What follows belongs to an exercise in optimizing a design on an open flow for small area, a short achievable clock period and few clock cycles; a production flow would make more cautious choices. Where RTL was checked, it was by simulation tests only, not by an equivalence proof against the original. For runs 2 to 6, only the layout was checked, not whether the RTL still works. No activity file was given, so power comes from the tool's default toggle rates.

### design/flow/design.v
module mips_div(
    input         div_clk,
    input         resetn,
    input         div_signed,
    input         div,
    input  [31:0] x,
    input  [31:0] y,
    output [31:0] s,       
    output [31:0] r,       
    output        complete
);
    localparam ST_IDLE = 2'd0, ST_LZ = 2'd1, ST_IT = 2'd3;
    reg [1:0]  st;
    reg        complete_r;
    reg [32:0] rem;      
    reg [31:0] dv;       
    reg [31:0] q;
    reg [4:0]  cnt;
    reg [4:0]  lzx, lzy;
    reg        xn, yn, sub;
    wire sx     = div_signed & x[31];
    wire sy     = div_signed & y[31];
    wire sub_in = ~(sx ^ sy);
    wire sneg   = ~sub;
    function [4:0] lzc31;
        input [30:0] v;
        integer i;
        reg found;
        begin
            lzc31 = 5'd30;
            found = 1'b0;
            for (i = 30; i >= 1; i = i - 1)
                if (!found && v[i]) begin
                    lzc31 = 30 - i;
                    found = 1'b1;
                end
        end
    endfunction
    function [4:0] lzs;
        input [31:0] v;
        input        sgn;
        begin
            if (v[31] & ~sgn) lzs = 5'd0;
            else              lzs = 5'd1 + lzc31(v[30:0] ^ v[31:1]);
        end
    endfunction
    wire [5:0] k = {1'b0, lzy} - {1'b0, lzx} + {5'd0, xn};
    wire [31:0] dsh = (dv << k[4:0]) | ({32{sub}} & ~({32{1'b1}} << k[4:0]));
    wire [32:0] b    = {~xn, dv};
    wire [32:0] t;
    bk_add #(33) u_add(.a(rem), .b(b), .cin(sub), .s(t));
    wire [32:0] pp   = rem ^ b;
    wire [32:0] kk   = {rem[31:0] | b[31:0], sub};
    wire        zero = (pp == kk);                         
    wire        acc  = xn ? (t[32] | zero) : ~t[32];
    wire        last = (cnt == 5'd0);
    always @(posedge div_clk) begin
        if (!resetn) begin
            st         <= ST_IDLE;
            complete_r <= 1'b0;
        end else begin
            complete_r <= 1'b0;
            case (st)
            ST_IDLE: if (div) st <= ST_LZ;
            ST_LZ: begin
                if (!div) st <= ST_IDLE;
                else if (!acc) begin
                    st         <= ST_IDLE;
                    complete_r <= 1'b1;
                end else st <= ST_IT;
            end
            default: begin
                if (!div) st <= ST_IDLE;
                else if (last) begin
                    st         <= ST_IDLE;
                    complete_r <= 1'b1;
                end
            end
            endcase
        end
    end
    always @(posedge div_clk) begin
        xn  <= sx;
        yn  <= sy;
        sub <= sub_in;
        lzx <= lzs(x, div_signed);
        lzy <= lzs(y, div_signed);
        cnt <= (st == ST_LZ) ? k[4:0] : cnt - 5'd1;
        q   <= (st == ST_IT) ? {q[30:0], acc ^ sneg} : {32{sneg & acc & (st == ST_LZ)}};
        case (st)
        ST_IDLE: dv <= y ^ {32{sub_in}};
        ST_LZ:   dv <= dsh;
        default: dv <= {~xn, dv[31:1]};
        endcase
        if (st == ST_IDLE)
            rem <= {sx, x};
        else if (acc && (st == ST_IT || (st == ST_LZ && sneg)))
            rem <= t;
    end
    assign complete = complete_r;
    assign s = q;
    assign r = rem[31:0];
endmodule
module bk_add #(parameter N = 33) (
    input  [N-1:0] a,
    input  [N-1:0] b,
    input          cin,
    output [N-1:0] s
);
    localparam L = 6;             
    wire [N-1:0] p = a ^ b;
    wire [N-1:0] g = (a & b) | {{(N-1){1'b0}}, p[0] & cin};
    genvar l, i;
    generate
        for (l = 0; l <= 2*L; l = l + 1) begin : lv
            wire [N-1:0] G, P;
            if (l == 0) begin : z
                assign G = g;
                assign P = p;
            end else if (l <= L) begin : u
                for (i = 0; i < N; i = i + 1) begin : b
                    if (((i + 1) % (1 << l)) == 0) begin : m
                        assign G[i] = lv[l-1].G[i] | (lv[l-1].P[i] & lv[l-1].G[i - (1 << (l-1))]);
                        assign P[i] = lv[l-1].P[i] & lv[l-1].P[i - (1 << (l-1))];
                    end else begin : k
                        assign G[i] = lv[l-1].G[i];
                        assign P[i] = lv[l-1].P[i];
                    end
                end
            end else begin : d
                localparam integer S = 1 << (2*L - l);
                for (i = 0; i < N; i = i + 1) begin : b
                    if (((i + 1) % (2*S)) == S && i >= 2*S) begin : m
                        assign G[i] = lv[l-1].G[i] | (lv[l-1].P[i] & lv[l-1].G[i - S]);
                        assign P[i] = lv[l-1].P[i] & lv[l-1].P[i - S];
                    end else begin : k
                        assign G[i] = lv[l-1].G[i];
                        assign P[i] = lv[l-1].P[i];
                    end
                end
            end
        end
    endgenerate
    wire [N-1:0] c = lv[2*L].G;
    assign s = p ^ {c[N-2:0], cin};
endmodule
### design/flow/flow/run.sh
#!/bin/bash
# The standard layout (standard.sh, unchanged synthesis), except that the
# port buffers are plain buf_2 cells instead of the default delay-buffer cell.
set -euo pipefail
bash standard.sh BUFFER_PORTS_ARGS="-buffer_cell sky130_fd_sc_hd__buf_2" finish > make_finish.log 2>&1
### design/flow/standard.sh
#!/bin/bash
# synth_recipe.tcl (not shown) runs the flow's synth.tcl, then flattens the netlist and writes it again
# the make line also repeats each setting of config.mk as NAME=value (left out here)
make -C /OpenROAD-flow-scripts/flow DESIGN_CONFIG=/design/flow/config.mk WORK_HOME=/design/flow/orfs CLKGATE_MAP_FILE= SYNTH_SCRIPT=/design/flow/synth_recipe.tcl "${@:-finish}"
### design/flow/config.mk
export PLATFORM = sky130hd
export DESIGN_NAME = mips_div
export DESIGN_NICKNAME = mips_div
export VERILOG_FILES = /design/flow/design.v
export SDC_FILE = /design/flow/constraint.sdc
export NUM_CORES = 4
export LEC_CHECK = 0
export CAP_MARGIN = 20
export CORE_MARGIN = 2
export CORE_UTILIZATION = 40
export SETUP_SLACK_MARGIN = 5
export SLEW_MARGIN = 20
export TNS_END_PERCENT = 0
### design/flow/constraint.sdc
create_clock -name core_clock -period 8.0 [get_ports {div_clk}]
set_input_delay 1.6000 -clock core_clock [delete_from_list [all_inputs] [get_ports {div_clk}]]
set_output_delay 1.6000 -clock core_clock [all_outputs]
set_load 0.01 [all_outputs]
==> results of run 1 <==
-- cell families after synthesis --
| logic type | Yosys count | synth area share (%) |
|---|---|---|
| AOI/OAI and AO/OA | 322 | 20.3 |
| xor gates and xnor gates | 97 | 7.89 |
| adders and majority gates | 93 | 11.9 |
| and+or+nand+nor | 364 | 16.8 |
| DFF | 117 | 24.4 |
| muxes | 83 | 9.97 |
| buffers and inverters | 198 | 8.78 |
-- path summary, 6_finish.rpt --
path               from  endpoint  slack, ns  depth (start not counted)
hold reg to reg    q[5]      q[6]       0.44                          1
setup / recovery  x[28]    lzx[4]       4.45                         12
setup reg to reg  dv[3]   rem[30]       4.54                         11
hold / removal     q[5]      q[6]       0.44                          1
-- layout by cell type, fill, tap and decap left out, drive strengths merged, types with 6 or more instances in the layout --
cell	Yosys	routed
a211oi	13	13
a21o	45	45
a21oi	58	58
a222oi	6	6
a22oi	11	11
a311oi	9	9
a31oi	12	12
and2	12	12
buf	61	178
clkbuf	44	21
dfxtp	84	84
edfxtp	33	33
fa	18	18
ha	75	75
inv	92	96
mux2	28	28
mux2i	37	37
mux4	18	18
nand2	121	121
nand2b	13	13
nand3	33	33
nand4	17	17
nor2	77	77
nor2b	14	14
nor3	26	26
nor4	7	7
o2111ai	8	8
o211ai	12	12
o21ai	75	75
o22ai	13	13
o31ai	10	10
or3	10	10
or4	9	9
xnor2	51	51
xor2	45	45
-- through the flow --
stage / cells / power, W / util (%)
6_report: 1722 / 0.00509 / 48.0
5_1_grt: 1722 / 0.00545 / 48.0
3_5_place_dp: 1658 / 0.00400 / 43.4
4_1_cts: 1709 / 0.00502 / 47.2
3_3_place_gp: 1658 / 0.00399 / 43.4
2_1_floorplan: 1274 / 0.00324 / -
-- critical path, delay by kind of cell --
family          cells  cell delay [ns]
simple gates        4             1.19
compound gates      6             0.88
fa+ha+maj           1             0.13
buf+inv             1             0.10
-- power by group --
group	internal [W]	switching, W	leakage [nW]	total, W
Sequential	0.000843	0.000269	1.03	0.00111
Clock	0.000517	0.000307	0.307	0.000824
Combinational	0.00139	0.00177	4.51	0.00316
-- state kept, by name, indices dropped and copies added (netlist names) --
| register | flops |
|---|---|
| cnt | 5 |
| dv | 32 |
| q | 32 |
| st | 2 |
| complete_r | 1 |
| lzy | 5 |
| lzx | 5 |
| rem | 33 |
| sub | 1 |
| xn | 1 |
-- timing repair --
item | CTS | global route
hold buffers | 0 | 0
resized for setup | 47 | 29
buffers inserted | 17 | 13
cloned | 2 | 0
hold endpoints to repair | 0 | 0
pin swaps | 20 | 17
endpoints found under the setup margin | 132 | 131
-- layout make-up --
cell class                      count  area (µm²)
Clock inverter                     11         134
Tap cell                          341         427
Multi-Input combinational cell    959        7660
Clock buffer                       21         503
Timing Repair Buffer              180        1150
Fill cell                        2627       14000
Inverter                           93         349
Sequential cell                   117        2680
-- layer usage --
layer / global-route usage, % / vias to the layer above / part of all wire, %
met3: 3.82 / 48 / 6.8
li1: - / 4749 / -
met4: 7.28 / 0 / 2.2
met5: 0 / - / 0
met2: 36.6 / 381 / 45
met1: 33.2 / 4679 / 46
==> flow_metrics.tcl, run 1 <==
set metrics [dict create \
    status "finished clean" \
    via_per_inst 5.72 \
    io_pins 133 \
    whs_ns 0.444 \
    die_w_um 169 \
    synth-async-reset-ratio_pct 0 \
    slew_headroom_pct 32.9 \
    vdd_drop_max_mv 0.164 \
    syn2layout_area_growth_pct 17.9 \
    cts_max_path_buffers 2 \
    syn_inst 1274 \
    ys.warnings.count 1 \
    tritoncts "built" \
    drtPass1Iterations 5 \
    root_buffer "clkbuf_16" \
    setup_slack_ns 4.45 \
    diodes 0 \
    grt_pass1_vias 9336 \
    synth_edf_count 33 \
    slowest_stage "or4_4" \
    place_area_um2 11700 \
    cts_htree_levels 4 \
    fin_nets 1529 \
    drtIter0Drc 898 \
    wl_per_cell_um 19.6 \
    critPathMaxStageDelay_ns 0.55 \
    port_buffers 132 \
    syn-mean-instance-area_um2 8.59 \
    gp_congestion 0.940 \
    yosysTopAreaCell "dfxtp_1" \
    max_cap_viol_count 0 \
    cts_buffers 17 \
    setup-tns-final_ns 0 \
    path_cells "buf_8 > or4_4 > nor3_4 > o2111ai_4 > nor2_4 > a21o_1 > or2_4 > a31o_4 > ha_4 > o2111a_1 > o211ai_1 > a21oi_1" \
    cp-end-kind "flop" \
    core_um2 26900 \
    synth.most_common_cell "nand2_1" \
    grtUsageTotal_pct 23.5 \
    max_freq_ghz 0.282 \
    p_per_area_nw_per_um2 395 \
    synth-seq-cells 117 \
    cp.arrival_ns 3.90 \
    final_cell_area_um2 12900 \
    num_rows 60 \
    fin_crit_sh_pct 44.3 \
    synthTopCellsByArea "dfxtp_1 15%, edfxtp_1 9.1%, ha_1 8.6%" \
    synth_nets 1435 \
    grt_pass1_wl_um 52800 \
    drive_gt1_share_pct 25.1 \
    grt_setup_unrepaired "true" \
    crit_type "input pin to flop" \
    clk_latency_ns 0.43 \
    synth_top_cells_by_count "121 x nand2_1, 91 x inv_1, 84 x dfxtp_1, 76 x nor2_1, 75 x ha_1" \
    dieArea_um2 28700 \
    netlist_area_um2 10900 \
    die_y_um 169 \
    setup_viol 0 \
    drtAntennaViolNets 0 \
    worst_pin_slew_ns 1.00 \
    drc 0 \
    hold_path.class "flop to flop" \
    initial_core_util_pct 40.7 \
    startpoint_type "input pin" \
    routed_wl_um 33800 \
    synth_flop_cell "dfxtp_1" \
    cts_sinks 117 \
    netlist.area_leader.share_pct 15.4 \
    maxSlewViolCount 0 \
    place_worst_setup_slack_ns 3.82 \
    finalCriticalPeriod_ns 3.55 \
    critPathMaxFanout 4 \
    dp_hpwl_um 25000 \
    vias 9857 \
    grt_max_degree 56 \
    clock_skew_ns 0.0143 \
    worst_ep_required_time_ns 8.35 \
    grt_overflow 0 \
    seq_area_frac_synth_pct 24.4 \
    p_leak_nw 5.85 \
    antenna_found_initial 0 \
    synth_cell_types 92 \
    path_clk_slew_ns 0.06 \
    final-hold-violation-count 0 \
]
Testbench counts, summed over its fixed seeds: cycles 42,337.
==> inputs of run 2 (changes only) <==
--- a/design/flow/design.v
+++ b/design/flow/design.v
@@ -44,8 +44,10 @@
             else              lzs = 5'd1 + lzc31(v[30:0] ^ v[31:1]);
         end
     endfunction
-    wire [5:0] k = {1'b0, lzy} - {1'b0, lzx} + {5'd0, xn};
-    wire [31:0] dsh = (dv << k[4:0]) | ({32{sub}} & ~({32{1'b1}} << k[4:0]));
+    wire [5:0] k0  = {1'b0, lzy} - {1'b0, lzx};
+    wire [5:0] k   = k0 + {5'd0, xn};
+    wire [31:0] dv1 = xn ? {dv[30:0], sub} : dv;
+    wire [31:0] dsh = (dv1 << k0[4:0]) | ({32{sub}} & ~({32{1'b1}} << k0[4:0]));
     wire [32:0] b    = {~xn, dv};
     wire [32:0] t;
     bk_add #(33) u_add(.a(rem), .b(b), .cin(sub), .s(t));
@@ -107,7 +109,7 @@
     input          cin,
     output [N-1:0] s
 );
-    localparam L = 6;             
+    localparam L = $clog2(N);
     wire [N-1:0] p = a ^ b;
     wire [N-1:0] g = (a & b) | {{(N-1){1'b0}}, p[0] & cin};
     genvar l, i;
==> design/flow/run.sh (new file) <==
#!/bin/bash
# synth_recipe.tcl (not shown) runs the flow's synth.tcl, then flattens the netlist and writes it again
# the make line also repeats each setting of config.mk as NAME=value (left out here)
make -C /OpenROAD-flow-scripts/flow DESIGN_CONFIG=/design/flow/config.mk WORK_HOME=/design/flow/orfs CLKGATE_MAP_FILE= SYNTH_SCRIPT=/design/flow/synth_recipe.tcl finish
removed: design/flow/flow/run.sh
removed: design/flow/standard.sh
==> flow_metrics.tcl, run 2 <==
set metrics [dict create \
    swShare_pct 46.1 \
    grt_overflow 0 \
    antenna_found_initial 0 \
    syn_inst 1321 \
    vdd_drop_max_mv 0.164 \
    via_per_inst 5.80 \
    synth_nets 1480 \
    cts_sinks 117 \
    num_rows 61 \
    synth_top_cells_by_count "104 x nand2_1, 90 x mux2i_1, 89 x inv_1, 84 x dfxtp_1, 77 x nor2_1" \
    cts_max_path_buffers 2 \
    critPathMaxStageDelay_ns 0.52 \
    maxSlewViolCount 0 \
    synth-async-reset-ratio_pct 0 \
    grt_pass1_wl_um 56800 \
    setup_slack_ns 4.27 \
    reg2regPathDepth 12 \
    tritoncts "built" \
    gp_congestion 0.934 \
    path_clk_slew_ns 0.06 \
    fillers 2758 \
    final_cell_mix "103 x nand2_1, 89 x mux2i_1, 88 x inv_1" \
    worst_ep_required_time_ns 8.38 \
    cts_htree_levels 4 \
    synthTopCellsByArea "dfxtp_1 15%, edfxtp_1 8.9%, ha_1 8.2%" \
    wl_per_cell_um 20.3 \
    synth.most_common_cell "nand2_1" \
    final_cell_area_um2 13500 \
    fin_crit_sh_pct 46.6 \
    p_per_area_nw_per_um2 336 \
    routed_wl_um 36300 \
    io_pins 133 \
    netlist.area_leader.share_pct 15.1 \
    crit_family "simple AND/OR/NAND/NOR gates" \
    cp_num_buf_inv 1 \
    finalCriticalPeriod_ns 3.73 \
    dieArea_um2 29300 \
    max_cap_viol_count 0 \
    clk_latency_ns 0.44 \
    cp.arrival_ns 4.10 \
    root_buffer "clkbuf_16" \
    syn-mean-instance-area_um2 8.45 \
    synth_flop_cell "dfxtp_1" \
    ys.warnings.count 1 \
    die_y_um 171 \
    grt_max_degree 49 \
    place_area_um2 12600 \
    startpoint_type "input pin" \
    whs_ns 0.452 \
    clock_skew_ns 0.0101 \
    initial_core_util_pct 40.4 \
    core_um2 27600 \
    p_leak_nw 5.93 \
    drtAntennaViolNets 0 \
    drtPass1Iterations 5 \
    diodes 0 \
    netlist_area_um2 11200 \
    worst_pin_slew_ns 0.920 \
    cp-end-kind "flop" \
    synth_cell_types 88 \
    hold_path.class "flop to flop" \
    timing.rr.end "rem[20]" \
    regMostFlops "rem" \
    synth-seq-cells 117 \
    grt_pass1_vias 9919 \
    p_int_w 0.00245 \
    cp.depth 10 \
    path_cells "buf_4 > or4_4 > nor3_4 > o211ai_4 > nor3_4 > a31oi_2 > and4_1 > ha_2 > or3_1 > a21oi_2" \
    critPathMaxFanout 10 \
    crit_path_end "lzx[2]" \
    fin_nets 1557 \
    slew_headroom_pct 38.4 \
    slowest_stage "or4_4" \
    synth_edf_count 33 \
    p_seq_share_pct 23.4 \
    drive_gt1_share_pct 15.8 \
    crit_type "input pin to flop" \
    rr_startpoint "sub" \
    crit_top_cell "nor3_4" \
    grt_setup_unrepaired "true" \
    place_worst_setup_slack_ns 2.99 \
    grtUsageTotal_pct 25.1 \
    max_freq_ghz 0.268 \
    largest_reg_flops 33 \
    vias 10400 \
    mostFrequentLayoutCell "nand2_1" \
    status "finished clean" \
    yosysTopAreaCell "dfxtp_1" \
    setup_viol 0 \
    drtIter0Drc 1057 \
    cp-startpoint "x[31]" \
    port_buffers 132 \
    drc 0 \
    largestRegisters "rem: 33 flops, dv: 32 flops, q: 32 flops" \
    switchingPower_w 0.00210 \
    clkPwrFrac_pct 17.1 \
    setup-tns-final_ns 0 \
    ff2ff_setup_slack_ns 4.28 \
    dp_hpwl_um 27300 \
    seq_area_frac_synth_pct 23.9 \
    die_w_um 171 \
    syn2layout_area_growth_pct 21.2 \
    final-hold-violation-count 0 \
    cts_buffers 17 \
    power_frac_comb_pct 59.6 \
]
==> run 2: cell types whose count changed in the layout (fill, tap and decap cells not counted), moves of 8 or more <==
| cell | change |
|---|---|
| buf_2 | -116 |
| clkbuf_2 | +15 |
| clkdlybuf4s50_1 | +82 |
| dlygate4sd2_1 | +8 |
| dlymetal6s2s_1 | +9 |
| mux2_2 | +8 |
| mux2i_1 | +54 |
| mux4_2 | -12 |
| nand2_1 | -17 |
| nor3b_1 | +9 |
==> run 2: how the worst min path moves through the flow <==
stage                     endpoint  startpoint  slack [ns]  depth (start not counted)
after CTS                     q[8]        q[7]        0.45                          1
after floorplan             cnt[0]      cnt[0]        0.45                          1
final                         q[8]        q[7]        0.45                          1
after detailed placement     q[31]       q[30]        0.44                          1
after global placement       q[12]       q[11]        0.43                          1
after global routing         q[21]       q[20]        0.47                          1
==> run 2: power by group through the flow <==
stage	logic (W)	clock network, W	registers (W)
after detailed placement	0.00260	0	0.00108
after global placement	0.00259	0	0.00108
after global routing	0.00297	0.000811	0.00109
final	0.00271	0.000776	0.00106
after CTS	0.00266	0.000782	0.00107
after floorplan	0.00190	0	0.000981
==> run 2: kinds of logic (layout without fill, tap and decap cells) <==
group | after synthesis | count (layout) | share of synthesized area, %
fa+ha+maj | 91 | 91 | 11.4
buf+inv | 204 | 294 | 8.18
simple gates | 348 | 348 | 15.6
mux | 133 | 133 | 13.0
compound gates | 333 | 333 | 20.3
flops | 117 | 117 | 23.9
xor+xnor | 95 | 95 | 7.57
==> run 2: area by class of cell <==
type | instances | area (µm²) | area share (%)
Timing Repair Buffer | 171 | 1520 | 11.2
Sequential cell | 117 | 2670 | 19.8
Clock inverter | 8 | 56.3 | 0.416
Tap cell | 378 | 473 | 3.49
Clock buffer | 24 | 536 | 3.96
Inverter | 91 | 342 | 2.52
Multi-Input combinational cell | 1000 | 7940 | 58.6
==> run 2: what timing repair did <==
action,in CTS,in global routing
setup endpoints to repair,158,166
pin swaps,22,20
hold buffers,0,0
gates resized for setup,132,69
setup buffers,17,6
==> run 2: metrics by stage <==
| stage | std cells | power, W | util (%) |
|---|---|---|---|
| 2_1_floorplan | 1321 | 0.00288 | - |
| 3_3_place_gp | 1733 | 0.00366 | 45.6 |
| 3_5_place_dp | 1734 | 0.00368 | 45.6 |
| 4_1_cts | 1783 | 0.00451 | 48.8 |
| 5_1_grt | 1789 | 0.00487 | 49.0 |
| 6_report | 1789 | 0.00455 | 49.0 |
==> run 2: layer usage <==
metal	routed length (µm)	up-vias	global-route usage, %
li1	-	4884	-
met1	16000	4989	34.4
met2	16400	446	38.9
met3	2730	63	5.23
met4	1170	0	9.21
met5	0	-	0
==> inputs of run 3 (changes only) <==
--- a/design/flow/design.v
+++ b/design/flow/design.v
@@ -18,36 +18,18 @@
     reg [4:0]  cnt;
     reg [4:0]  lzx, lzy;
     reg        xn, yn, sub;
+    reg        first;    
     wire sx     = div_signed & x[31];
     wire sy     = div_signed & y[31];
     wire sub_in = ~(sx ^ sy);
     wire sneg   = ~sub;
-    function [4:0] lzc31;
-        input [30:0] v;
-        integer i;
-        reg found;
-        begin
-            lzc31 = 5'd30;
-            found = 1'b0;
-            for (i = 30; i >= 1; i = i - 1)
-                if (!found && v[i]) begin
-                    lzc31 = 30 - i;
-                    found = 1'b1;
-                end
-        end
-    endfunction
-    function [4:0] lzs;
-        input [31:0] v;
-        input        sgn;
-        begin
-            if (v[31] & ~sgn) lzs = 5'd0;
-            else              lzs = 5'd1 + lzc31(v[30:0] ^ v[31:1]);
-        end
-    endfunction
-    wire [5:0] k0  = {1'b0, lzy} - {1'b0, lzx};
-    wire [5:0] k   = k0 + {5'd0, xn};
-    wire [31:0] dv1 = xn ? {dv[30:0], sub} : dv;
-    wire [31:0] dsh = (dv1 << k0[4:0]) | ({32{sub}} & ~({32{1'b1}} << k0[4:0]));
+    wire [30:0] ux = x[30:0] ^ x[31:1];
+    wire [30:0] uy = y[30:0] ^ y[31:1];
+    wire [4:0]  lx, ly;
+    lzc32 u_lzx(.v({1'b0, ux[30:1], 1'b1}), .z(lx));
+    lzc32 u_lzy(.v({1'b0, uy[30:1], 1'b1}), .z(ly));
+    wire [5:0] k = {1'b0, lzy} - {1'b0, lzx} + {5'd0, xn};
+    wire [31:0] dsh = (dv << k[4:0]) | ({32{sub}} & ~({32{1'b1}} << k[4:0]));
     wire [32:0] b    = {~xn, dv};
     wire [32:0] t;
     bk_add #(33) u_add(.a(rem), .b(b), .cin(sub), .s(t));
@@ -85,10 +67,12 @@
         xn  <= sx;
         yn  <= sy;
         sub <= sub_in;
-        lzx <= lzs(x, div_signed);
-        lzy <= lzs(y, div_signed);
+        lzx <= (x[31] & ~div_signed) ? 5'd0 : lx;
+        lzy <= (y[31] & ~div_signed) ? 5'd0 : ly;
         cnt <= (st == ST_LZ) ? k[4:0] : cnt - 5'd1;
-        q   <= (st == ST_IT) ? {q[30:0], acc ^ sneg} : {32{sneg & acc & (st == ST_LZ)}};
+        first <= (st == ST_LZ);
+        if (st == ST_IT) q <= {(first ? {31{sneg}} : q[30:0]), acc ^ sneg};
+        else             q <= 32'd0;
         case (st)
         ST_IDLE: dv <= y ^ {32{sub_in}};
         ST_LZ:   dv <= dsh;
@@ -109,7 +93,7 @@
     input          cin,
     output [N-1:0] s
 );
-    localparam L = $clog2(N);
+    localparam L = 6;             
     wire [N-1:0] p = a ^ b;
     wire [N-1:0] g = (a & b) | {{(N-1){1'b0}}, p[0] & cin};
     genvar l, i;
@@ -146,3 +130,35 @@
     wire [N-1:0] c = lv[2*L].G;
     assign s = p ^ {c[N-2:0], cin};
 endmodule
+module lzc32(
+    input  [31:0] v,
+    output [4:0]  z
+);
+    wire [15:0] a1, z1;
+    wire [7:0]  a2;
+    wire [15:0] z2;
+    wire [3:0]  a3;
+    wire [11:0] z3;
+    wire [1:0]  a4;
+    wire [7:0]  z4;
+    genvar i;
+    generate
+        for (i = 0; i < 16; i = i + 1) begin : l1
+            assign a1[i] = v[2*i+1] | v[2*i];
+            assign z1[i] = ~v[2*i+1];
+        end
+        for (i = 0; i < 8; i = i + 1) begin : l2
+            assign a2[i] = a1[2*i+1] | a1[2*i];
+            assign z2[2*i+1:2*i] = a1[2*i+1] ? {1'b0, z1[2*i+1]} : {1'b1, z1[2*i]};
+        end
+        for (i = 0; i < 4; i = i + 1) begin : l3
+            assign a3[i] = a2[2*i+1] | a2[2*i];
+            assign z3[3*i+2:3*i] = a2[2*i+1] ? {1'b0, z2[4*i+3:4*i+2]} : {1'b1, z2[4*i+1:4*i]};
+        end
+        for (i = 0; i < 2; i = i + 1) begin : l4
+            assign a4[i] = a3[2*i+1] | a3[2*i];
+            assign z4[4*i+3:4*i] = a3[2*i+1] ? {1'b0, z3[6*i+5:6*i+3]} : {1'b1, z3[6*i+2:6*i]};
+        end
+    endgenerate
+    assign z = a4[1] ? {1'b0, z4[7:4]} : {1'b1, z4[3:0]};
+endmodule
==> design/flow/flow/run.sh (new file) <==
#!/bin/bash
# The standard layout (standard.sh, unchanged synthesis), except that the
# port buffers are plain buf_2 cells instead of the default delay-buffer cell.
set -euo pipefail
bash standard.sh BUFFER_PORTS_ARGS="-buffer_cell sky130_fd_sc_hd__buf_2" finish > make_finish.log 2>&1
==> design/flow/standard.sh (new file) <==
#!/bin/bash
# synth_recipe.tcl (not shown) runs the flow's synth.tcl, then flattens the netlist and writes it again
# the make line also repeats each setting of config.mk as NAME=value (left out here)
make -C /OpenROAD-flow-scripts/flow DESIGN_CONFIG=/design/flow/config.mk WORK_HOME=/design/flow/orfs CLKGATE_MAP_FILE= SYNTH_SCRIPT=/design/flow/synth_recipe.tcl "${@:-finish}"
removed: design/flow/run.sh
==> flow_metrics.tcl, run 3 <==
set metrics [dict create \
    status "finished clean" \
    crit_type "flop to flop" \
    cts_buffers 17 \
    dp_hpwl_um 24400 \
    cts_sinks 118 \
    ys.warnings.count 1 \
    p_leak_nw 5.21 \
    grt_pass1_vias 8764 \
    grt_overflow 0 \
    hold_path.class "flop to flop" \
    p_per_area_nw_per_um2 386 \
    crit_family "compound AO/OA/AOI/OAI gates" \
    core_um2 25300 \
    netlist_area_um2 10400 \
    clkPwrFrac_pct 17.5 \
    synthTopCellsByArea "dfxtp_1 16%, edfxtp_1 9.5%, ha_1 8.7%" \
    p_seq_share_pct 23.9 \
    port_buffers 132 \
    whs_ns 0.464 \
    drtPass1Iterations 6 \
    cts_htree_levels 4 \
    regMostFlops "rem" \
    maxSlewViolCount 0 \
    grt_setup_unrepaired "true" \
    p_int_w 0.00242 \
    io_pins 133 \
    max_cap_viol_count 0 \
    synth-async-reset-ratio_pct 0 \
    fin_nets 1496 \
    vias 9410 \
    synth-seq-cells 118 \
    dieArea_um2 27300 \
    wl_per_cell_um 19.2 \
    grt_pass1_wl_um 49300 \
    swShare_pct 46.7 \
    stdcell_count 1681 \
    drc 0 \
    fin_crit_sh_pct 49.2 \
    largestRegisters "rem: 33 flops, dv: 32 flops, q: 32 flops" \
    setup_slack_ns 4.06 \
    cp_num_buf_inv 0 \
    slew_headroom_pct 33.7 \
    grt_max_degree 62 \
    syn2layout_area_growth_pct 13.1 \
    seq_area_frac_synth_pct 25.9 \
    startpoint_type "flop" \
    final-hold-violation-count 0 \
    setup-tns-final_ns 0 \
    vdd_drop_max_mv 0.155 \
    drive_gt1_share_pct 18.2 \
    root_buffer "clkbuf_16" \
    via_per_inst 5.60 \
    syn_inst 1275 \
    grtUsageTotal_pct 23.8 \
    final_cell_mix "132 x buf_2, 126 x nand2_1, 120 x a21oi_1" \
    die_y_um 165 \
    synth_nets 1433 \
    synth.most_common_cell "nand2_1" \
    gp_congestion 0.906 \
    path_cells "fa_2 > fa_2 > a211oi_2 > o211a_1 > nor4_1 > o31a_1 > a311o_1 > or2_2 > a21o_1 > a21o_1 > fa_2 > xor2_1 > mux2_2" \
    antenna_found_initial 1 \
    worst_pin_slew_ns 0.992 \
    routed_wl_um 32300 \
    netlist.area_leader.share_pct 16.4 \
    synth_cell_types 66 \
    synth_flop_cell "dfxtp_1" \
    switchingPower_w 0.00212 \
    yosysTopAreaCell "dfxtp_1" \
    max_freq_ghz 0.254 \
    drtIter0Drc 930 \
    fin_util_pct 46.4 \
    die_w_um 165 \
    largest_reg_flops 33 \
    dp_cells 1644 \
    synth_top_cells_by_count "127 x nand2_1, 120 x a21oi_1, 95 x inv_1, 88 x o21ai_0, 85 x dfxtp_1" \
    num_rows 58 \
    clk_latency_ns 0.43 \
    cp.arrival_ns 4.12 \
    tritoncts "built" \
    slowest_stage "fa_2" \
    place_worst_setup_slack_ns 3.76 \
    finalCriticalPeriod_ns 3.94 \
    crit_top_cell "fa_2" \
    critPathMaxFanout 10 \
    initial_core_util_pct 41.0 \
    cp-end-kind "flop" \
    power_frac_comb_pct 58.6 \
    cts_max_path_buffers 2 \
    synth_edf_count 33 \
    path_clk_slew_ns 0.06 \
    syn-mean-instance-area_um2 8.14 \
    clock_skew_ns 0.0122 \
    critPathMaxStageDelay_ns 0.40 \
    drtAntennaViolNets 0 \
    diodes 0 \
    setup_viol 0 \
    mostFrequentLayoutCell "buf_2" \
    worst_ep_required_time_ns 8.19 \
]
## run 3: cell types whose count changed in the layout (fill, tap and decap cells not counted), sizes merged, moves of 20 or more
cell           delta
a21o             -28
clkbuf           -20
mux2i            -51
nand2b           +35
nand2            +23
clkdlybuf4s50    -82
buf              +95
a21oi            +63
## run 3: layout make-up
cell class                      count  area [µm²]
Inverter                           97         364
Fill cell                        2560       13600
Timing Repair Buffer              149         788
Tap cell                          330         413
Clock inverter                     13         126
Multi-Input combinational cell    955        6880
Sequential cell                   118        2700
Clock buffer                       19         475
## run 3: layer usage
layer	routed length [µm]	global-route usage, %	vias up
met1	14400	32.3	4448
li1	-	-	4570
met4	771	7.08	0
met2	14800	38.2	332
met5	0	0	-
met3	2280	5.07	60
## run 3: power groups by stage
stage / Sequential [W] / Clock (W) / Combinational (W)
finish: 0.00109 / 0.000793 / 0.00266
global route: 0.00111 / 0.000831 / 0.00296
detailed placement: 0.00110 / 0 / 0.00259
global placement: 0.00110 / 0 / 0.00257
CTS: 0.00109 / 0.000800 / 0.00264
floorplan: 0.000985 / 0 / 0.00203
## run 3: tightest hold or removal path, cell delays in order, from the launching register on
cell and delay [ns]:
dfxtp_1 0.30, nand2b_1 0.06, a21oi_1 0.06
## run 3: through the flow
| stage | area [µm²] | power, W |
|---|---|---|
| after floorplan | 10400 | 0.00301 |
| after global placement | 11100 | 0.00367 |
| after detailed placement | 11100 | 0.00369 |
| after CTS | 11700 | 0.00453 |
| after global routing | 11700 | 0.00491 |
| final | 11700 | 0.00454 |
## run 3: cells by family (layout without fill, tap and decap cells)
family	count (synthesis)	in the layout	share of synthesized area, %
simple gates	356	356	16.0
fa+ha+maj	90	90	12.1
flops	118	118	25.9
buf+inv	202	278	8.64
mux	78	78	9.62
xor+xnor	91	91	7.68
compound gates	340	340	20.0
## run 3: path summary, 6_finish.rpt
kind / from / end / slack, ns / depth (start not counted)
min: q[14] / q[15] / 0.46 / 2
min reg2reg: q[14] / q[15] / 0.46 / 2
max reg2reg: dv[0] / rem[31] / 4.06 / 13
max: dv[0] / rem[31] / 4.06 / 13
## run 3: what timing repair did
action | CTS | global route
resized for setup | 4 | 0
endpoints found under the setup margin | 92 | 92
setup buffers | 5 | 0
hold buffers | 0 | 0
pin swaps | 4 | 1
==> inputs of run 4 (changes only) <==
--- a/design/flow/config.mk
+++ b/design/flow/config.mk
@@ -7,7 +7,7 @@
 export LEC_CHECK = 0
 export CAP_MARGIN = 20
 export CORE_MARGIN = 2
-export CORE_UTILIZATION = 40
+export CORE_UTILIZATION = 60
 export SETUP_SLACK_MARGIN = 5
 export SLEW_MARGIN = 20
 export TNS_END_PERCENT = 0
==> flow_metrics.tcl, run 4 <==
set metrics [dict create \
    status "finished clean" \
    root_buffer "clkbuf_16" \
    synth_top_family_by_area "compound AO/OA/AOI/OAI gates" \
    wl_per_cell_um 19.0 \
    holdBufCountCts 0 \
    tritoncts "built" \
    rr_startpoint "rem[0]" \
    worst_pin_slew_ns 0.997 \
    fin_nets 1496 \
    netlist.area_leader.share_pct 16.4 \
    syn_inst 1275 \
    grtUsageTotal_pct 33.3 \
    initial_core_util_pct 60.7 \
    p_seq_share_pct 24.2 \
    cts_sinks 118 \
    largestRegisters "rem: 33 flops, dv: 32 flops, q: 32 flops" \
    final-seq-area_um2 2700 \
    grt_pass1_vias 8584 \
    diodes 0 \
    die_y_um 136 \
    vdd_drop_max_mv 0.223 \
    die_w_um 136 \
    switchingPower_w 0.00212 \
    maxSlewViolCount 0 \
    ff2ff_setup_slack_ns 4.03 \
    synth_flop_cell "dfxtp_1" \
    synth_adder_area_share_pct 12.1 \
    p_per_area_nw_per_um2 389 \
    max_freq_ghz 0.252 \
    grt_pass1_wl_um 46500 \
    place_area_um2 11000 \
    drc 0 \
    clock_skew_ns 0.00998 \
    routed_wl_um 30000 \
    setup_viol 0 \
    crit_type "flop to flop" \
    synth-simple-area-share_pct 16.0 \
    synth-seq-cells 118 \
    port_buffers 132 \
    hp-start "q[14]" \
    drtAntennaViolNets 0 \
    synth.most_common_cell "nand2_1" \
    hold_path_end "q[15]" \
    min_path_cells 2 \
    regMostFlops "rem" \
    setup-tns-final_ns 0 \
    grt_max_degree 57 \
    cp-end-kind "flop" \
    dieArea_um2 18400 \
    multiInputGateArea_um2 6880 \
    io_pins 133 \
    synth-async-reset-ratio_pct 0 \
    vias 9510 \
    fin_crit_sh_pct 49.6 \
    critPathMaxFanout 3 \
    timing.rr.end "rem[31]" \
    startpoint_type "flop" \
    final_cell_area_um2 11600 \
    grt_overflow 0 \
    power_frac_comb_pct 58.8 \
    drtPass1Iterations 6 \
    syn2layout_area_growth_pct 11.6 \
    cts_htree_levels 4 \
    cts_buffers 17 \
    yosysTopAreaCell "dfxtp_1" \
    largest_reg_flops 33 \
    seq_area_frac_synth_pct 25.9 \
    netlist_area_um2 10400 \
    dp_hpwl_um 22400 \
    power.total_w 0.00451 \
    synth_cell_types 66 \
    synthTopCellsByArea "dfxtp_1 16%, edfxtp_1 9.5%, ha_1 8.7%" \
    grt_setup_unrepaired "true" \
    gp_congestion 0.934 \
    syn-mean-instance-area_um2 8.14 \
    final-hold-violation-count 0 \
    drive_gt1_share_pct 18.1 \
    setup_slack_ns 4.03 \
    drtIter0Drc 946 \
    synthMuxAreaShare_pct 9.62 \
    path_clk_slew_ns 0.06 \
    fin_util_pct 67.7 \
    ys.warnings.count 1 \
    clkPwrFrac_pct 17.0 \
    cp.arrival_ns 4.14 \
    p_leak_nw 5.20 \
    max_cap_viol_count 0 \
    final_cell_mix "132 x buf_2, 127 x nand2_1, 120 x a21oi_1" \
    synth_edf_count 33 \
    cts_max_path_buffers 2 \
    swShare_pct 47.1 \
    synth_xor_xnor_area_share_pct 7.68 \
    fillers 1494 \
    via_per_inst 6.03 \
    num_rows 48 \
    worst_ep_required_time_ns 8.18 \
    synth_top_cells_by_count "127 x nand2_1, 120 x a21oi_1, 95 x inv_1, 88 x o21ai_0, 85 x dfxtp_1" \
    p_int_w 0.00239 \
    synth_compound_area_share_pct 20.0 \
    clk_latency_ns 0.43 \
    synth_nets 1433 \
    reg2regPathDepth 13 \
    antenna_found_initial 0 \
    slew_headroom_pct 33.4 \
    finalCriticalPeriod_ns 3.97 \
    core_um2 17100 \
    place_worst_setup_slack_ns 3.80 \
    hold_path.class "flop to flop" \
    mostFrequentLayoutCell "buf_2" \
]
==> run 4: cell counts after synthesis <==
Identical to the previous run, type by type.
==> run 4: layer usage <==
| metal | up-vias | share of wire [%] | track usage (%) |
|---|---|---|---|
| met2 | 369 | 46 | 52.2 |
| li1 | 4581 | - | - |
| met3 | 68 | 6.7 | 5.99 |
| met1 | 4492 | 44 | 46.1 |
| met4 | 0 | 3.1 | 12.0 |
| met5 | - | 0 | 0 |
==> run 4: worst max-delay path by stage <==
stage	from	end	slack [ns]	cells after the start
final	rem[0]	rem[31]	4.03	13
after global routing	dv[0]	rem[31]	3.92	13
after detailed placement	sub	rem[31]	3.80	13
after global placement	sub	rem[31]	3.87	13
after CTS	dv[0]	rem[31]	4.02	13
after floorplan	rem[0]	rem[31]	4.22	13
==> run 4: critical path, stage by stage (launching register included) <==
cell and delay [ns]:
edfxtp_1 0.42, fa_2 0.36, fa_2 0.38, a211oi_4 0.23, o211a_1 0.20, nor4_1 0.08
o31a_1 0.31, a311o_1 0.30, or2_2 0.31, a21o_1 0.18, a21o_1 0.18, fa_2 0.33
xor2_1 0.16, mux2_2 0.26
==> run 4: kinds of logic after synthesis <==
group                    Yosys count
buffers and inverters            202
adder cells (fa/ha/maj)           90
XOR/XNOR                          91
AND/OR/NAND/NOR                  356
flip-flops                       118
multiplexers                      78
AO/OA/AOI/OAI                    340
==> run 4: cell type report <==
class | count | area share [%]
multi-input cells | 955 | 59.3
clock inverters | 15 | 1.32
flip-flops and latches | 118 | 23.3
repair buffers | 149 | 6.80
inverters | 97 | 3.14
well taps | 225 | 2.43
clock buffers | 17 | 3.67
==> run 4: what timing repair did <==
item | in CTS | in global routing
setup buffers | 3 | 1
setup endpoints to repair | 91 | 92
pin swaps | 4 | 1
gates resized for setup | 4 | 2
hold endpoints to repair | 0 | 0
==> run 4: metrics by stage <==
step | hold slack [ns] | cells
floorplan | 0.450 | 1275
global placement | 0.452 | 1540
detailed placement | 0.460 | 1540
CTS | 0.471 | 1575
global route | 0.490 | 1576
finish | 0.468 | 1576
==> run 4: power by group through the flow <==
stage          Combinational [W]  Sequential (W)  Clock (W)
6_report                 0.00265         0.00109   0.000768
5_1_grt                  0.00293         0.00112   0.000798
4_1_cts                  0.00260         0.00109   0.000772
3_5_place_dp             0.00255         0.00110          0
3_3_place_gp             0.00253         0.00110          0
2_1_floorplan            0.00203        0.000985          0
==> inputs of run 5 (changes only) <==
--- a/design/flow/design.v
+++ b/design/flow/design.v
@@ -16,7 +16,8 @@
     reg [31:0] dv;       
     reg [31:0] q;
     reg [4:0]  cnt;
-    reg [4:0]  lzx, lzy;
+    reg [4:0]  lzx;
+    reg [5:0]  lzy;
     reg        xn, yn, sub;
     reg        first;    
     wire sx     = div_signed & x[31];
@@ -26,10 +27,12 @@
     wire [30:0] ux = x[30:0] ^ x[31:1];
     wire [30:0] uy = y[30:0] ^ y[31:1];
     wire [4:0]  lx, ly;
-    lzc32 u_lzx(.v({1'b0, ux[30:1], 1'b1}), .z(lx));
-    lzc32 u_lzy(.v({1'b0, uy[30:1], 1'b1}), .z(ly));
-    wire [5:0] k = {1'b0, lzy} - {1'b0, lzx} + {5'd0, xn};
-    wire [31:0] dsh = (dv << k[4:0]) | ({32{sub}} & ~({32{1'b1}} << k[4:0]));
+    wire        ynz;
+    lzc32 u_lzx(.v({1'b0, ux[30:1], 1'b1}), .z(lx), .nz());
+    lzc32 u_lzy(.v({1'b0, uy[30:0]}), .z(ly), .nz(ynz));
+    wire [6:0] kd = {1'b0, lzy} - {2'b0, lzx};
+    wire [4:0] k  = kd[6] ? 5'd0 : kd[4:0];
+    wire [31:0] dsh = (dv << k) | ({32{sub}} & ~({32{1'b1}} << k));
     wire [32:0] b    = {~xn, dv};
     wire [32:0] t;
     bk_add #(33) u_add(.a(rem), .b(b), .cin(sub), .s(t));
@@ -68,8 +71,8 @@
         yn  <= sy;
         sub <= sub_in;
         lzx <= (x[31] & ~div_signed) ? 5'd0 : lx;
-        lzy <= (y[31] & ~div_signed) ? 5'd0 : ly;
-        cnt <= (st == ST_LZ) ? k[4:0] : cnt - 5'd1;
+        lzy <= (y[31] & ~div_signed) ? 6'd0 : (ynz ? {1'b0, ly} : 6'd32);
+        cnt <= (st == ST_LZ) ? k : cnt - 5'd1;
         first <= (st == ST_LZ);
         if (st == ST_IT) q <= {(first ? {31{sneg}} : q[30:0]), acc ^ sneg};
         else             q <= 32'd0;
@@ -132,7 +135,8 @@
 endmodule
 module lzc32(
     input  [31:0] v,
-    output [4:0]  z
+    output [4:0]  z,
+    output        nz
 );
     wire [15:0] a1, z1;
     wire [7:0]  a2;
@@ -160,5 +164,6 @@
             assign z4[4*i+3:4*i] = a3[2*i+1] ? {1'b0, z3[6*i+5:6*i+3]} : {1'b1, z3[6*i+2:6*i]};
         end
     endgenerate
-    assign z = a4[1] ? {1'b0, z4[7:4]} : {1'b1, z4[3:0]};
+    assign z  = a4[1] ? {1'b0, z4[7:4]} : {1'b1, z4[3:0]};
+    assign nz = a4[1] | a4[0];
 endmodule
--- a/design/flow/config.mk
+++ b/design/flow/config.mk
@@ -7,7 +7,7 @@
 export LEC_CHECK = 0
 export CAP_MARGIN = 20
 export CORE_MARGIN = 2
-export CORE_UTILIZATION = 60
+export CORE_UTILIZATION = 40
 export SETUP_SLACK_MARGIN = 5
 export SLEW_MARGIN = 20
 export TNS_END_PERCENT = 0
==> flow_metrics.tcl, run 5 <==
set metrics [dict create \
    status "finished clean" \
    synth-async-reset-ratio_pct 0 \
    critPathMaxFanout 3 \
    stdcell_count 1872 \
    clk_latency_ns 0.44 \
    reg2regPathDepth 12 \
    largestRegisters "rem: 33 flops, dv: 32 flops, q: 32 flops" \
    initial_core_util_pct 40.4 \
    power.total_w 0.00489 \
    grt_max_degree 56 \
    worst_pin_slew_ns 1.08 \
    min_path_cells 2 \
    netlist_area_um2 11200 \
    hold_path.class "flop to flop" \
    antenna_found_initial 0 \
    slowest_stage "edfxtp_1" \
    p_per_area_nw_per_um2 388 \
    switchingPower_w 0.00243 \
    setup_slack_ns 4.36 \
    vias 11100 \
    synth.most_common_cell "nand2_1" \
    startpoint_type "flop" \
    cp.arrival_ns 3.80 \
    synth_cell_types 89 \
    io_pins 133 \
    slew_headroom_pct 27.5 \
    synth_top_cells_by_count "145 x nand2_1, 122 x a21oi_1, 95 x nor2_1, 93 x inv_1, 86 x dfxtp_1" \
    critPathMaxStageDelay_ns 0.42 \
    setup-tns-final_ns 0 \
    yosysTopAreaCell "dfxtp_1" \
    cp-end-kind "flop" \
    timing.rr.end "rem[31]" \
    synth-seq-cells 119 \
    place_worst_setup_slack_ns 3.86 \
    p_int_w 0.00246 \
    p_seq_share_pct 23.7 \
    dieArea_um2 29200 \
    synth_flop_cell "dfxtp_1" \
    ff2ff_setup_slack_ns 4.36 \
    drtIter0Drc 1153 \
    largest_reg_flops 33 \
    final_cell_mix "145 x nand2_1, 132 x buf_2, 121 x a21oi_1" \
    grt_pass1_vias 10100 \
    drive_gt1_share_pct 16.1 \
    rr_startpoint "rem[0]" \
    ys.warnings.count 1 \
    hold_path_end "q[26]" \
    regMostFlops "rem" \
    core_um2 27600 \
    grtUsageTotal_pct 26.4 \
    cts_buffers 17 \
    holdBufCountCts 0 \
    finalCriticalPeriod_ns 3.64 \
    dp_cells 1831 \
    grt_pass1_wl_um 59100 \
    setup_viol 0 \
    path_clk_slew_ns 0.07 \
    grt_setup_unrepaired "true" \
    syn2layout_area_growth_pct 13.1 \
    power_frac_comb_pct 60.1 \
    worst_ep_required_time_ns 8.17 \
    grt_overflow 0 \
    max_cap_viol_count 0 \
    die_w_um 171 \
    cts_htree_levels 4 \
    die_y_um 171 \
    final-hold-violation-count 0 \
    diodes 0 \
    tritoncts "built" \
    wl_per_cell_um 20.9 \
    seq_area_frac_synth_pct 24.3 \
    crit_family "compound AO/OA/AOI/OAI gates" \
    synthTopCellsByArea "dfxtp_1 15%, edfxtp_1 8.9%, ha_1 7.7%" \
    num_rows 61 \
    fin_crit_sh_pct 45.5 \
    synth_edf_count 33 \
    drc 0 \
    fin_nets 1636 \
    root_buffer "clkbuf_16" \
    drtAntennaViolNets 0 \
    max_freq_ghz 0.275 \
    drtPass1Iterations 5 \
    mostFrequentLayoutCell "nand2_1" \
    routed_wl_um 39200 \
    maxSlewViolCount 0 \
    gp_congestion 0.937 \
    syn_inst 1430 \
    hp-start "q[25]" \
    synth_nets 1585 \
    clock_skew_ns 0.0155 \
    p_leak_nw 5.41 \
    cts_sinks 119 \
    vdd_drop_max_mv 0.194 \
    crit_type "flop to flop" \
    port_buffers 132 \
    netlist.area_leader.share_pct 15.4 \
    clkPwrFrac_pct 16.2 \
    swShare_pct 49.7 \
    cp_num_buf_inv 0 \
    dp_hpwl_um 29000 \
    syn-mean-instance-area_um2 7.80 \
    path_cells "fa_2 > fa_2 > a211o_1 > a211oi_2 > o211ai_1 > o2bb2ai_2 > or2_4 > a21o_1 > a21o_1 > fa_2 > xnor2_2 > o21ai_1" \
    via_per_inst 5.93 \
    cts_max_path_buffers 2 \
    crit_top_cell "fa_2" \
]
==> run 5: final cells by class <==
| cell class | count | area (µm²) |
|---|---|---|
| clock buffer | 17 | 425 |
| inverter | 95 | 357 |
| tap | 378 | 473 |
| timing repair buffer | 158 | 922 |
| clock inverter | 15 | 154 |
| multi-input combinational | 1090 | 7560 |
| fill | 2836 | 15000 |
| sequential | 119 | 2720 |
==> run 5: kinds of logic (layout without fill, tap and decap cells) <==
| group | after synthesis | in the layout | synth area share (%) |
|---|---|---|---|
| AO/OA/AOI/OAI | 440 | 441 | 26.9 |
| AND/OR/NAND/NOR | 444 | 444 | 18.8 |
| adder cells (fa/ha/maj) | 87 | 87 | 11.0 |
| XOR/XNOR | 84 | 84 | 6.60 |
| multiplexers | 34 | 34 | 3.24 |
| flip-flops | 119 | 119 | 24.3 |
| buffers and inverters | 222 | 285 | 9.08 |
==> run 5: per-layer routing <==
metal | part of all wire (%) | track usage, % | vias to the layer above | routed length, µm
met1 | 44 | 35.2 | 5270 | 17100
met4 | 3.7 | 10.7 | 0 | 1460
met3 | 6.6 | 3.61 | 89 | 2580
li1 | - | - | 5241 | -
met5 | 0 | 0 | - | 0
met2 | 46 | 43.0 | 497 | 18100
==> run 5: power by group through the flow <==
stage	Clock, W	Combinational, W	Sequential [W]
3_5_place_dp	0	0.00278	0.00117
2_1_floorplan	0	0.00214	0.00103
5_1_grt	0.000823	0.00323	0.00118
3_3_place_gp	0	0.00279	0.00117
6_report	0.000794	0.00294	0.00116
4_1_cts	0.000795	0.00287	0.00116
==> run 5: how the worst max path moves through the flow <==
| stage | from | end | slack, ns | cells past startpoint |
|---|---|---|---|---|
| 6_report | rem[0] | rem[31] | 4.36 | 12 |
| 5_1_grt | rem[0] | rem[31] | 4.25 | 12 |
| 4_1_cts | sub | rem[31] | 4.35 | 13 |
| 3_5_place_dp | lzy[0] | dv[26] | 3.86 | 12 |
| 3_3_place_gp | lzy[0] | dv[9] | 3.79 | 12 |
| 2_1_floorplan | rem[0] | rem[31] | 4.64 | 12 |
==> run 5: repair_timing <==
action                                  CTS  global route
endpoints found under the setup margin   88            94
pin swaps                                11            10
gates cloned                              2             0
setup buffers                             6             1
resized for setup                        17            11
endpoints found under the hold margin     0             0
==> run 5: worst register-to-register path, stage by stage (launching register included) <==
cell,delay [ns]
edfxtp_1,0.42
fa_2,0.42
fa_2,0.38
a211o_1,0.32
a211oi_2,0.26
o211ai_1,0.20
o2bb2ai_2,0.19
or2_4,0.27
a21o_1,0.16
a21o_1,0.17
fa_2,0.37
xnor2_2,0.13
o21ai_1,0.07
==> run 5: per-stage QoR <==
stage / area [µm²] / util, % / hold slack (ns)
finish: 12600 / 45.6 / 0.467
CTS: 12600 / 45.4 / 0.466
floorplan: 11200 / - / 0.429
global route: 12600 / 45.6 / 0.486
detailed placement: 11800 / 42.7 / 0.456
global placement: 11800 / 42.7 / 0.448
==> inputs of run 6 (changes only) <==
==> design/flow/flow/run.sh (replaced) <==
#!/bin/bash
# The standard layout (standard.sh, unchanged synthesis), except that:
#  - the port buffers are plain buf_2 cells instead of the default delay-buffer cell;
#  - clock tree synthesis uses clkbuf_4/clkbuf_8 and no dummy loads.
set -euo pipefail
bash standard.sh \
  BUFFER_PORTS_ARGS="-buffer_cell sky130_fd_sc_hd__buf_2" \
  CTS_ARGS="-sink_clustering_enable -repair_clock_nets -buf_list {sky130_fd_sc_hd__clkbuf_4 sky130_fd_sc_hd__clkbuf_8} -dont_use_dummy_load" \
  finish > make_finish.log 2>&1
==> flow_metrics.tcl, run 6 <==
set metrics [dict create \
    status "finished clean" \
    grt_pass1_wl_um 58800 \
    fillers 2868 \
    synth_top_cells_by_count "145 x nand2_1, 122 x a21oi_1, 95 x nor2_1, 93 x inv_1, 86 x dfxtp_1" \
    p_leak_nw 5.22 \
    synthTopCellsByArea "dfxtp_1 15%, edfxtp_1 8.9%, ha_1 7.7%" \
    synth-seq-cells 119 \
    clk_latency_ns 0.47 \
    hold_path.class "flop to flop" \
    regMostFlops "rem" \
    largestRegisters "rem: 33 flops, dv: 32 flops, q: 32 flops" \
    slew_headroom_pct 28.3 \
    final-seq-area_um2 2720 \
    max_freq_ghz 0.269 \
    yosysTopAreaCell "dfxtp_1" \
    final-hold-violation-count 0 \
    syn2layout_area_growth_pct 9.68 \
    global_route.usage.met2_pct 43.1 \
    synth_cell_types 89 \
    drive_gt1_share_pct 14.9 \
    vdd_drop_max_mv 0.152 \
    syn_inst 1430 \
    largest_reg_flops 33 \
    synth-async-reset-ratio_pct 0 \
    die_w_um 171 \
    setup_viol 0 \
    grt_pass1_vias 10100 \
    worst_pin_slew_ns 1.07 \
    antenna_found_initial 0 \
    drc 0 \
    ys.warnings.count 1 \
    critPathMaxFanout 3 \
    drtPass1Iterations 8 \
    netlist_area_um2 11200 \
    initial_core_util_pct 40.4 \
    cts_sinks 119 \
    cts_max_path_buffers 2 \
    drtIter0Drc 1230 \
    grt_max_degree 56 \
    clock_skew_ns 0.0422 \
    grtUsageMet1_pct 34.9 \
    synth_edf_count 33 \
    gp_congestion 0.937 \
    cts_htree_levels 4 \
    via_per_inst 5.93 \
    vias 11000 \
    core_um2 27600 \
    place_worst_setup_slack_ns 3.86 \
    cts_buffers 17 \
    setup_slack_ns 4.28 \
    setup-tns-final_ns 0 \
    drtAntennaViolNets 0 \
    io_pins 133 \
    max_cap_viol_count 0 \
    root_buffer "clkbuf_8" \
    diodes 0 \
    tritoncts "built" \
    worst_ep_required_time_ns 8.18 \
    netlist.area_leader.share_pct 15.4 \
    cp.arrival_ns 3.90 \
    fin_nets 1633 \
    synth.most_common_cell "nand2_1" \
    finalCriticalPeriod_ns 3.72 \
    die_y_um 171 \
    maxSlewViolCount 0 \
    path_clk_slew_ns 0.10 \
    port_buffers 132 \
    p_per_area_nw_per_um2 368 \
    synth_nets 1585 \
    grt_setup_unrepaired "true" \
    crit_type "flop to flop" \
    mostFrequentLayoutCell "nand2_1" \
    cp-end-kind "flop" \
    routed_wl_um 39000 \
    final_cell_mix "145 x nand2_1, 132 x buf_2, 121 x a21oi_1" \
    met3_usage_pct 3.61 \
    wl_per_cell_um 21.0 \
    grt.busiest_layer "met2" \
    grtUsageTotal_pct 26.2 \
    seq_area_frac_synth_pct 24.3 \
    startpoint_type "flop" \
    syn-mean-instance-area_um2 7.80 \
    holdBufCountCts 0 \
    dieArea_um2 29200 \
    num_rows 61 \
    multiInputGateArea_um2 7550 \
    whs_ns 0.467 \
    fin_crit_sh_pct 46.5 \
    dp_hpwl_um 29000 \
    synth_flop_cell "dfxtp_1" \
    grt_overflow 0 \
]
run 6: cell counts after synthesis:
Identical to the previous run, type by type.
run 6: stage by stage:
step	instances	power, W	utilization, %	cell area (µm²)
2_1_floorplan	1430	0.00317	-	11200
3_3_place_gp	1831	0.00395	42.7	11800
3_5_place_dp	1831	0.00395	42.7	11800
4_1_cts	1854	0.00444	44.1	12200
5_1_grt	1854	0.00484	44.3	12200
6_report	1854	0.00451	44.3	12200
run 6: path summary, 6_finish.rpt:
path              start  slack (ns)      end  depth (start not counted)
setup / recovery    sub        4.28  rem[31]                         13
setup reg to reg    sub        4.28  rem[31]                         13
hold reg to reg    q[5]        0.47     q[6]                          2
hold / removal     q[5]        0.47     q[6]                          2
run 6: worst max-delay path, cell delays in order, from the launching register on:
cell,delay [ns]
dfxtp_4,0.36
buf_12,0.12
fa_2,0.39
fa_2,0.36
a211o_1,0.29
a211oi_2,0.28
o211ai_1,0.20
o2bb2ai_2,0.19
or2_4,0.29
a21o_1,0.18
a21o_1,0.16
fa_2,0.35
xnor2_2,0.15
o21ai_1,0.07
run 6: power breakdown:
part           switching [W]  internal [W]  total, W
Combinational        0.00177       0.00115   0.00292
Clock               0.000241      0.000187  0.000427
Sequential          0.000306      0.000850   0.00116
run 6: layout make-up:
type                            count  area share, %
Inverter                           95           2.92
Timing Repair Buffer              155           7.35
Tap cell                          378           3.87
Multi-Input combinational cell   1090           61.7
Sequential cell                   119           22.2
Clock buffer                       17           1.91
run 6: logic make-up after synthesis:
kind of cell / synth area share [%]
AO/OA/AOI/OAI: 26.9
adder cells (fa/ha/maj): 11.0
multiplexers: 3.24
XOR/XNOR: 6.60
AND/OR/NAND/NOR: 18.8
flip-flops: 24.3
buffers and inverters: 9.08
run 6: layer usage:
layer | vias to the layer above | share of wire [%] | wire, µm
li1 | 5220 | - | -
met1 | 5235 | 44 | 17100
met2 | 459 | 47 | 18200
met3 | 83 | 6.2 | 2410
met4 | 0 | 3.5 | 1380
met5 | - | 0 | 0
run 6: what timing repair did:
| item | CTS | global route |
|---|---|---|
| cloned | 2 | 0 |
| pin swaps | 11 | 2 |
| hold endpoints to repair | 0 | 0 |
| buffers inserted | 4 | 0 |
| endpoints found under the setup margin | 89 | 94 |
| gates resized for setup | 13 | 12 |
==> inputs of run 7 (changes only) <==
--- a/design/flow/design.v
+++ b/design/flow/design.v
@@ -34,8 +34,8 @@
     wire [4:0] k  = kd[6] ? 5'd0 : kd[4:0];
     wire [31:0] dsh = (dv << k) | ({32{sub}} & ~({32{1'b1}} << k));
     wire [32:0] b    = {~xn, dv};
-    wire [32:0] t;
-    bk_add #(33) u_add(.a(rem), .b(b), .cin(sub), .s(t));
+    wire [33:0] sum  = {rem, 1'b1} + {b, sub};             
+    wire [32:0] t    = sum[33:1];
     wire [32:0] pp   = rem ^ b;
     wire [32:0] kk   = {rem[31:0] | b[31:0], sub};
     wire        zero = (pp == kk);                         
@@ -90,49 +90,6 @@
     assign s = q;
     assign r = rem[31:0];
 endmodule
-module bk_add #(parameter N = 33) (
-    input  [N-1:0] a,
-    input  [N-1:0] b,
-    input          cin,
-    output [N-1:0] s
-);
-    localparam L = 6;             
-    wire [N-1:0] p = a ^ b;
-    wire [N-1:0] g = (a & b) | {{(N-1){1'b0}}, p[0] & cin};
-    genvar l, i;
-    generate
-        for (l = 0; l <= 2*L; l = l + 1) begin : lv
-            wire [N-1:0] G, P;
-            if (l == 0) begin : z
-                assign G = g;
-                assign P = p;
-            end else if (l <= L) begin : u
-                for (i = 0; i < N; i = i + 1) begin : b
-                    if (((i + 1) % (1 << l)) == 0) begin : m
-                        assign G[i] = lv[l-1].G[i] | (lv[l-1].P[i] & lv[l-1].G[i - (1 << (l-1))]);
-                        assign P[i] = lv[l-1].P[i] & lv[l-1].P[i - (1 << (l-1))];
-                    end else begin : k
-                        assign G[i] = lv[l-1].G[i];
-                        assign P[i] = lv[l-1].P[i];
-                    end
-                end
-            end else begin : d
-                localparam integer S = 1 << (2*L - l);
-                for (i = 0; i < N; i = i + 1) begin : b
-                    if (((i + 1) % (2*S)) == S && i >= 2*S) begin : m
-                        assign G[i] = lv[l-1].G[i] | (lv[l-1].P[i] & lv[l-1].G[i - S]);
-                        assign P[i] = lv[l-1].P[i] & lv[l-1].P[i - S];
-                    end else begin : k
-                        assign G[i] = lv[l-1].G[i];
-                        assign P[i] = lv[l-1].P[i];
-                    end
-                end
-            end
-        end
-    endgenerate
-    wire [N-1:0] c = lv[2*L].G;
-    assign s = p ^ {c[N-2:0], cin};
-endmodule
 module lzc32(
     input  [31:0] v,
     output [4:0]  z,
==> flow_metrics.tcl, run 7 <==
set metrics [dict create \
    status "finished clean" \
    grt_overflow 0 \
    synth-async-reset-ratio_pct 0 \
    drc 0 \
    grtUsageTotal_pct 26.4 \
    crit_family "compound AO/OA/AOI/OAI gates" \
    slew_headroom_pct 32.7 \
    final-seq-area_um2 2760 \
    antenna_found_initial 1 \
    core_um2 27000 \
    cts_sinks 119 \
    regMostFlops "rem" \
    final_cell_mix "140 x nand2_1, 134 x a21oi_1, 131 x buf_2" \
    cp-end-kind "flop" \
    clk_latency_ns 0.47 \
    fin_util_pct 49.2 \
    via_per_inst 6.01 \
    critPathMaxStageDelay_ns 0.56 \
    fillers 2717 \
    cts_buffers 17 \
    grtUsageMet1_pct 33.7 \
    syn_inst 1437 \
    hold_path.class "flop to flop" \
    routed_wl_um 39900 \
    drtPass1Iterations 7 \
    p_per_area_nw_per_um2 366 \
    synth_nets 1578 \
    mostFrequentLayoutCell "nand2_1" \
    startpoint_type "flop" \
    port_buffers 132 \
    vias 11400 \
    drtAntennaViolNets 0 \
    grt.busiest_layer "met2" \
    crit_top_cell "a21oi_1" \
    grt_setup_unrepaired "true" \
    holdBufCountCts 0 \
    die_y_um 170 \
    synthTopCellsByArea "dfxtp_1 16%, edfxtp_1 9.0%, ha_1 8.1%" \
    path_clk_slew_ns 0.09 \
    cts_max_path_buffers 2 \
    setup-tns-final_ns 0 \
    cts_htree_levels 4 \
    die_w_um 170 \
    cp_num_buf_inv 3 \
    max_cap_viol_count 0 \
    slowest_stage "mux4_2" \
    grt_pass1_wl_um 58500 \
    io_pins 133 \
    synth-seq-cells 119 \
    met3_usage_pct 4.53 \
    path_cells "inv_1 > ha_2 > inv_2 > fa_2 > a211oi_4 > buf_4 > o21ai_4 > and2_4 > mux4_2 > mux2i_1 > o22ai_1 > a21oi_1 > a21oi_1" \
    dieArea_um2 28900 \
    crit_type "flop to flop" \
    yosysTopAreaCell "dfxtp_1" \
    largest_reg_flops 33 \
    worst_ep_required_time_ns 8.31 \
    synth_top_cells_by_count "148 x nand2_1, 146 x a21oi_1, 125 x nor2_1, 94 x o21ai_0, 92 x inv_1" \
    dp_cells 1799 \
    seq_area_frac_synth_pct 24.6 \
    num_rows 60 \
    drtIter0Drc 1346 \
    maxSlewViolCount 0 \
    dp_hpwl_um 27600 \
    global_route.usage.met2_pct 42.9 \
    synth_flop_cell "dfxtp_1" \
    fin_crit_sh_pct 40.0 \
    power.total_w 0.00487 \
    grt_max_degree 60 \
    syn2layout_area_growth_pct 20.7 \
    netlist.area_leader.share_pct 15.6 \
    stdcell_count 1889 \
    vdd_drop_max_mv 0.139 \
    initial_core_util_pct 40.8 \
    finalCriticalPeriod_ns 3.20 \
    drive_gt1_share_pct 26.3 \
    syn-mean-instance-area_um2 7.67 \
    setup_viol 0 \
    netlist_area_um2 11000 \
    root_buffer "clkbuf_8" \
    multiInputGateArea_um2 7980 \
    wl_per_cell_um 21.1 \
    grt_pass1_vias 10400 \
    synth.most_common_cell "nand2_1" \
    clock_skew_ns 0.0218 \
    ys.warnings.count 1 \
    fin_nets 1690 \
    cp.arrival_ns 3.51 \
    synth_cell_types 85 \
    largestRegisters "rem: 33 flops, dv: 32 flops, q: 32 flops" \
    critPathMaxFanout 8 \
    worst_pin_slew_ns 1.01 \
    tritoncts "built" \
    p_leak_nw 5.56 \
    final-hold-violation-count 0 \
    synth_edf_count 33 \
    gp_congestion 0.968 \
    max_freq_ghz 0.313 \
]
==> run 7: changes by cell type in the layout (fill, tap and decap cells not counted), moves of 14 or more <==
cell / previous run / this run
ha_1: 69 / 50
dfxtp_2: 0 / 19
buf_4: 18 / 57
dfxtp_1: 85 / 62
a21oi_2: 0 / 14
fa_1: 14 / 0
xnor2_1: 35 / 53
mux2i_1: 26 / 5
nor2_1: 93 / 119
o32ai_1: 15 / 1
==> run 7: what timing repair did <==
action / CTS / global route
setup buffers: 24 / 34
endpoints found under the hold margin: 0 / 0
cloned: 7 / 6
pin swaps: 20 / 27
endpoints found under the setup margin: 81 / 84
resized for setup: 105 / 75
==> run 7: path summary, 6_finish.rpt <==
check	from	end	slack, ns	depth (start not counted)
setup / recovery	lzy[0]	dv[24]	4.80	13
hold reg to reg	q[15]	q[16]	0.45	2
hold / removal	q[15]	q[16]	0.45	2
setup reg to reg	lzy[0]	dv[24]	4.80	13
==> run 7: final cells by class <==
class / count / area share, %
Sequential cell: 119 / 20.7
Multi-Input combinational cell: 1109 / 60.0
Clock buffer: 17 / 1.76
Tap cell: 341 / 3.21
Inverter: 92 / 2.62
Antenna cell: 1 / 0.0188
Timing Repair Buffer: 210 / 11.7
==> run 7: tightest hold or removal path: cells and delay by family, from the launching register on <==
family           cells  cell delay [ns]
AO/OA/AOI/OAI        1             0.06
flip-flops           1             0.31
AND/OR/NAND/NOR      1             0.06
==> run 7: power breakdown <==
group	total, W	leakage [nW]	switching [W]	internal, W
clock network	0.000430	0.122	0.000243	0.000187
logic	0.00339	4.39	0.00195	0.00144
registers	0.00105	1.05	0.000219	0.000832
==> run 7: metal layers <==
layer | routed length, µm | share of wire (%) | vias to the layer above
met3 | 3280 | 8.2 | 142
met5 | 0 | 0 | -
met1 | 16300 | 41 | 5379
li1 | - | - | 5283
met4 | 2240 | 5.6 | 0
met2 | 18100 | 45 | 550
==> run 7: kinds of logic (layout without fill, tap and decap cells) <==
kind of cell / after synthesis / in the layout / share of synthesized area, %
AND/OR/NAND/NOR: 465 / 468 / 20.0
AO/OA/AOI/OAI: 435 / 437 / 24.9
buffers and inverters: 214 / 319 / 9.20
flip-flops: 119 / 119 / 24.6
XOR/XNOR: 97 / 97 / 7.90
adder cells (fa/ha/maj): 73 / 73 / 8.42
multiplexers: 34 / 34 / 4.92
other: 0 / 1 / 0
==> run 7: stage by stage <==
| stage | hold slack (ns) | instance area, µm² | worst slack, ns |
|---|---|---|---|
| finish | 0.452 | 13300 | 4.80 |
| detailed placement | 0.459 | 11500 | 4.20 |
| floorplan | 0.494 | 11000 | 4.50 |
| CTS | 0.451 | 12500 | 4.93 |
| global route | 0.483 | 13300 | 4.73 |
| global placement | 0.453 | 11500 | 4.36 |
Testbench counts of run 7, summed over its fixed seeds: cycles 41,778.

## re-timing with driven ports
How much do the figures lean on ideal ports? The routed layouts below were timed once more, with nothing changed but the port constraints. Step 1 (the two cells are an assumption about what drives the block):
set clk [get_ports {div_clk}]
set_driving_cell -lib_cell sky130_fd_sc_hd__clkbuf_16 $clk
set_driving_cell -lib_cell sky130_fd_sc_hd__buf_2 [delete_from_list [all_inputs] $clk]
Step 2 times the ports against the registers' clock, not the clock port: input delays grow and output delays shrink by t, the midpoint of the rising clock arrivals with the driver on. a / b / c = ideal ports / drivers / drivers and shift; a / b = the first two.
run | t (ns) | setup WS [ns] | clock arrival spread, ns | worst register clock-pin slew, ns | cell pins on the clock port's net
run 1 | 0.471 | 4.454 / 4.465 / 3.994 | 0.014 / 0.015 | 0.06 / 0.06 | 1
run 2 | 0.483 | 4.271 / 4.280 / 3.797 | 0.011 / 0.010 | 0.06 / 0.06 | 1
run 3 | 0.475 | 4.064 / 4.064 / 4.064 | 0.013 / 0.013 | 0.06 / 0.06 | 1
run 4 | 0.472 | 4.034 / 4.034 / 4.034 | 0.010 / 0.010 | 0.07 / 0.07 | 1
run 5 | 0.482 | 4.363 / 4.363 / 4.363 | 0.015 / 0.016 | 0.07 / 0.07 | 1
run 6 | 0.499 | 4.283 / 4.283 / 4.283 | 0.043 / 0.042 | 0.10 / 0.10 | 1
run 7 | 0.500 | 4.802 / 4.802 / 4.448 | 0.036 / 0.036 | 0.09 / 0.09 | 1
After both steps setup and hold are still met in every run listed. For run 2, which loses most, drivers alone change the setup slack by +0.009 ns; drivers and shift together by -0.474 ns.
